Background: an optimization exercise with open tools, aiming at small area and a short achievable clock period. Do not read the settings as production practice. At most, simulation tests tie the RTL to the original design; equivalence was not proved.

Setup of the previous run:
==> module fadd_a, before the edit <==
module fadd_a (
    input  wire [31:0] a,
    input  wire [31:0] b,
    input  wire        sub,
    output wire [33:0] m
);
  wire        sa  = a[31];
  wire        sb  = b[31] ^ sub;
  wire        gt  = a[30:0] > b[30:0];
  wire [30:0] big = gt ? a[30:0] : b[30:0];
  wire [22:0] smm = gt ? b[22:0] : a[22:0];
  wire [7:0]  dab = a[30:23] - b[30:23];
  wire [7:0]  dba = b[30:23] - a[30:23];
  wire [7:0]  d   = gt ? dab : dba;
  wire [23:0] al  = (|d[7:5]) ? 24'd0 : ({1'b1, smm} >> d[4:0]);
  wire        es  = sa ^ sb;
  wire [24:0] s   = {2'b01, big[22:0]} + ({1'b0, al} ^ {25{es}}) + {24'd0, es};
  assign m = {gt ? sa : sb, big[30:23], s};
endmodule
export LEC_CHECK = 0
export ABC_AREA = 1
export CAP_MARGIN = 50
export CORE_MARGIN = 2
export CORE_UTILIZATION = 40
export PLACE_DENSITY = 0.45
export SLEW_MARGIN = 50
create_clock -name core_clock -period 100.0 [get_ports {clk}]
standard.sh (not shown) runs the stock make flow with config.mk's settings and CLKGATE_MAP_FILE= SYNTH_SCRIPT=/design/flow/synth_recipe.tcl, a recipe that flattens the netlist after the stock synthesis.
==> flow/flow/run.sh <==
#!/bin/bash
# Own layout flow: the standard flow (standard.sh) with these changes to
# how the layout is made:
#  - synthesis is ORFS's, run through synth_recipe.tcl as standard (so
#    -nofsm -noshare, flattening and renaming as standard), with two
#    changes to the mapping of the combinational logic: ABC uses
#    flow/abc_area.script (area-oriented amap) instead of ORFS's
#    abc_area.script, and adders keep Yosys's default carry network
#    (SYNTH_OPERATIONS_ARGS set, so no Kogge-Stone -extra-map). Registers
#    are mapped before either step, as in the standard synthesis, so they
#    keep their names, count and cell types;
#  - the port buffers are buf_4 cells instead of the resizer's default pick;
#  - timing repair (floorplan, CTS, global route) works to a setup slack
#    margin, so that it speeds up the slowest paths although the 100 ns
#    clock is met anyway. The SDC (clock period, I/O delays) is the standard flow's.
# Each tool's full output goes to a log file in this folder.
set -euo pipefail
HERE=$(pwd)
rm -rf "$HERE/scripts_abc"
cp -r "$FLOW_HOME/scripts" "$HERE/scripts_abc"
cp "$HERE/flow/abc_area.script" "$HERE/scripts_abc/abc_area.script"
SCRIPTS_DIR="$HERE/scripts_abc" SYNTH_OPERATIONS_ARGS="-nofsm" bash standard.sh synth > synth.log 2>&1
export BUFFER_PORTS_ARGS="-buffer_cell sky130_fd_sc_hd__buf_4"
export SETUP_SLACK_MARGIN=78.4
bash standard.sh > layout.log 2>&1
==> flow/flow/abc_area.script <==
&get -n
&st
&syn3
&dch -f
&put
amap
strash
dch -f
amap
topo
stime -c
buffer -c
upsize -c
dnsize -c
Having completed the whole flow, the previous run delivered a layout that passed the timing, DRC and antenna checks.
### the previous run -> the current run
-- flow/design.v --
<<< the previous run, line 16
  wire        es  = sa ^ sb;
  wire [24:0] s   = {2'b01, big[22:0]} + ({1'b0, al} ^ {25{es}}) + {24'd0, es};
  assign m = {gt ? sa : sb, big[30:23], s};
endmodule
module fadd_b (
>>> the current run, line 16
  wire        es  = sa ^ sb;
  wire [24:0] s   = {2'b01, big[22:0]} + ({1'b0, al} ^ {25{es}}) + {24'd0, es};
  assign m = {sa ^ (~gt & es), big[30:23], s};
endmodule
module fadd_b (
Notes after the runs:
Relative to the previous run, area share of and/or/nand/nor cells after synthesis has gone up in the current run. The current run reports a lower layout cell share with drive strength beyond 1 than the previous run does. The previous run and the current run ended up with nearly the same register share of the cell area. The current run has via count of the first global-routing pass below what the previous run had. Diff the current run..the previous run | cell area | negligible. Looking at count of antenna diodes in the layout, the current run sits 1 above the previous run. Relative to the previous run, routed wire length decreased by 11000 µm in the current run.
Function not checked in the previous run: the RTL went through the layout flow alone.

---

v15:
FFT_R4_16p, a different RTL version from the one above (not shown whole).
Size in the first run: roughly 320 I/O pins, about 160000 µm² of cells after synthesis.
==> module fadd, before the edit <==
module fadd (
    input  wire [31:0] a,
    input  wire [31:0] b,
    input  wire        sub,
    output wire [31:0] r
);
  wire        sa = a[31];
  wire        sb = b[31] ^ sub;
  wire [30:0] dummy0;
  wire        gt;
  radd #(31) cmp(.a(a[30:0]), .b(~b[30:0]), .ci(1'b0), .s(dummy0), .co(gt));
  wire [30:0] big = gt ? a[30:0] : b[30:0];
  wire [22:0] smm = gt ? b[22:0] : a[22:0];
  wire [30:23] sml;
  wire [7:0]  se = gt ? b[30:23] : a[30:23];
  wire [7:0]  d; wire dco1;
  radd #(8) ed0(.a(big[30:23]), .b(~se), .ci(1'b1), .s(d), .co(dco1));
  wire [23:0] al  = (|d[7:5]) ? 24'd0 : ({1'b1, smm} >> d[4:0]);
  wire        es  = sa ^ sb;
  wire [24:0] s; wire sco;
  csel3 ad(.a({2'b01, big[22:0]}), .b({1'b0, al} ^ {25{es}}), .ci(es), .s(s));
  wire        z16 = ~|s[24:9];
  wire [24:0] n1  = z16 ? {s[8:0], 16'd0} : s;
  wire        z8  = ~|n1[24:17];
  wire [24:0] n2  = z8 ? {n1[16:0], 8'd0} : n1;
  wire        z4  = ~|n2[24:21];
  wire [24:0] n3  = z4 ? {n2[20:0], 4'd0} : n2;
  wire        z2  = ~|n3[24:23];
  wire [24:0] n4  = z2 ? {n3[22:0], 2'd0} : n3;
  wire        z1  = ~n4[24];
  wire [24:0] n5  = z1 ? {n4[23:0], 1'd0} : n4;
  wire [4:0]  z   = {z16, z8, z4, z2, z1};
  wire [9:0]  ed; wire edco;
  radd #(10) ed1(.a({2'b00, big[30:23]}), .b(~{5'd0, z}), .ci(1'b1), .s(ed), .co(edco));
  wire [9:0]  ee = ed + 10'd1;
  wire [30:0] mag = ee[9] ? 31'd0 : {ee[7:0], n5[23:1]};
  wire zero = ~|s;
  wire sign = sa ^ (~gt & es);
  assign r = zero ? 32'd0 : {sign, mag};
endmodule
export LEC_CHECK = 0
export ABC_AREA = 1
export CAP_MARGIN = 50
export CORE_MARGIN = 2
export CORE_UTILIZATION = 40
export CTS_CLUSTER_DIAMETER = 60
export CTS_CLUSTER_SIZE = 30
export PLACE_DENSITY = 0.45
export SLEW_MARGIN = 20
create_clock -name core_clock -period 100.0 [get_ports {clk}]
==> flow/flow/run.sh <==
#!/bin/bash
# Own layout flow: the standard flow (standard.sh) with these changes to
# how the layout is made:
#  - synthesis is ORFS's, run through synth_recipe.tcl as standard (so
#    -nofsm -noshare, flattening and renaming as standard), with one change:
#    ABC maps the combinational logic with flow/abc_area.script (area-
#    oriented amap) instead of ORFS's abc_area.script. Registers are mapped
#    before ABC, as in the standard synthesis, so they keep their names,
#    count and cell types;
#  - the port buffers are buf_4 cells instead of the resizer's default pick;
#  - timing repair (floorplan, CTS, global route) works to a setup slack
#    margin, so that it speeds up the slowest paths although the 100 ns
#    clock is met anyway. The SDC (clock period, I/O delays) is the standard flow's.
# Each tool's full output goes to a log file in this folder.
set -euo pipefail
HERE=$(pwd)
rm -rf "$HERE/scripts_abc"
cp -r "$FLOW_HOME/scripts" "$HERE/scripts_abc"
cp "$HERE/flow/abc_area.script" "$HERE/scripts_abc/abc_area.script"
SCRIPTS_DIR="$HERE/scripts_abc" bash standard.sh synth > synth.log 2>&1
export BUFFER_PORTS_ARGS="-buffer_cell sky130_fd_sc_hd__buf_4"
export SETUP_SLACK_MARGIN=78.4
bash standard.sh > layout.log 2>&1
Scripts as last shown in full above: flow/flow/abc_area.script
Changes in v5 relative to v15:
diff --git a/flow/design.v b/flow/design.v
--- a/flow/design.v
+++ b/flow/design.v
@@ -63,5 +63,5 @@
   wire        es  = sa ^ sb;
   wire [24:0] s; wire sco;
-  csel3 ad(.a({2'b01, big[22:0]}), .b({1'b0, al} ^ {25{es}}), .ci(es), .s(s));
+  csel2 #(13,12) ad(.a({2'b01, big[22:0]}), .b({1'b0, al} ^ {25{es}}), .ci(es), .s(s));
   wire        z16 = ~|s[24:9];
   wire [24:0] n1  = z16 ? {s[8:0], 16'd0} : s;
Notes after the runs:
The number of clock buffers inserted by TritonCTS of v5 exceeds that of v15 by 7.5%.
Clock-buffer cell count is higher on v5
The number of flip-flops and latches on v15 is in line with that on v5.
Of v5 and v15, the lower met2 layer usage reported by global route belongs to v5.
Wire: v5 routes less than v15
Of v5 and v15, v15 shows the lower routed length per placed instance, with v5 above it.
Result: PASS for each of v5 and v15
Higher number of buffers inserted by post-CTS setup repair among v5 and v15: v5
Re synthesized cell area: v5 and v15 aren't equal, and the lower value belongs to v5.
Final area delta (v15 -> v5): insignificant
Cmp v5 vs v15: post-route worst hold slack lower in v5

[what the ideal ports hide]
Ports are ideal in the flow. The routed layouts listed here were re-timed in OpenROAD.
Step 1: set_driving_cell puts a clkbuf_16 on clk and a buf_2 on each other input, an assumption about the parent block.
Step 2 moves the port delays by t, midway between the first and last clock arrival at a register: inputs arrive t later, outputs are due t later. That takes back most of the time a late clock gives input paths.
Three values: ideal, step 1, step 2; two values: the first two.
| run | t, ns | slack for setup (ns) | clock arrival spread, ns |
|---|---|---|---|
| the previous run | 1.054 | 78.411 / 78.292 / 78.926 | 0.082 / 0.081 |
| the current run | 1.037 | 78.426 / 78.311 / 79.086 | 0.095 / 0.094 |
| v15 | 1.099 | 78.425 / 78.298 / 78.450 | 0.174 / 0.173 |
| v5 | 1.051 | 78.402 / 78.293 / 78.542 | 0.115 / 0.114 |
After both steps every run listed still meets setup and hold.
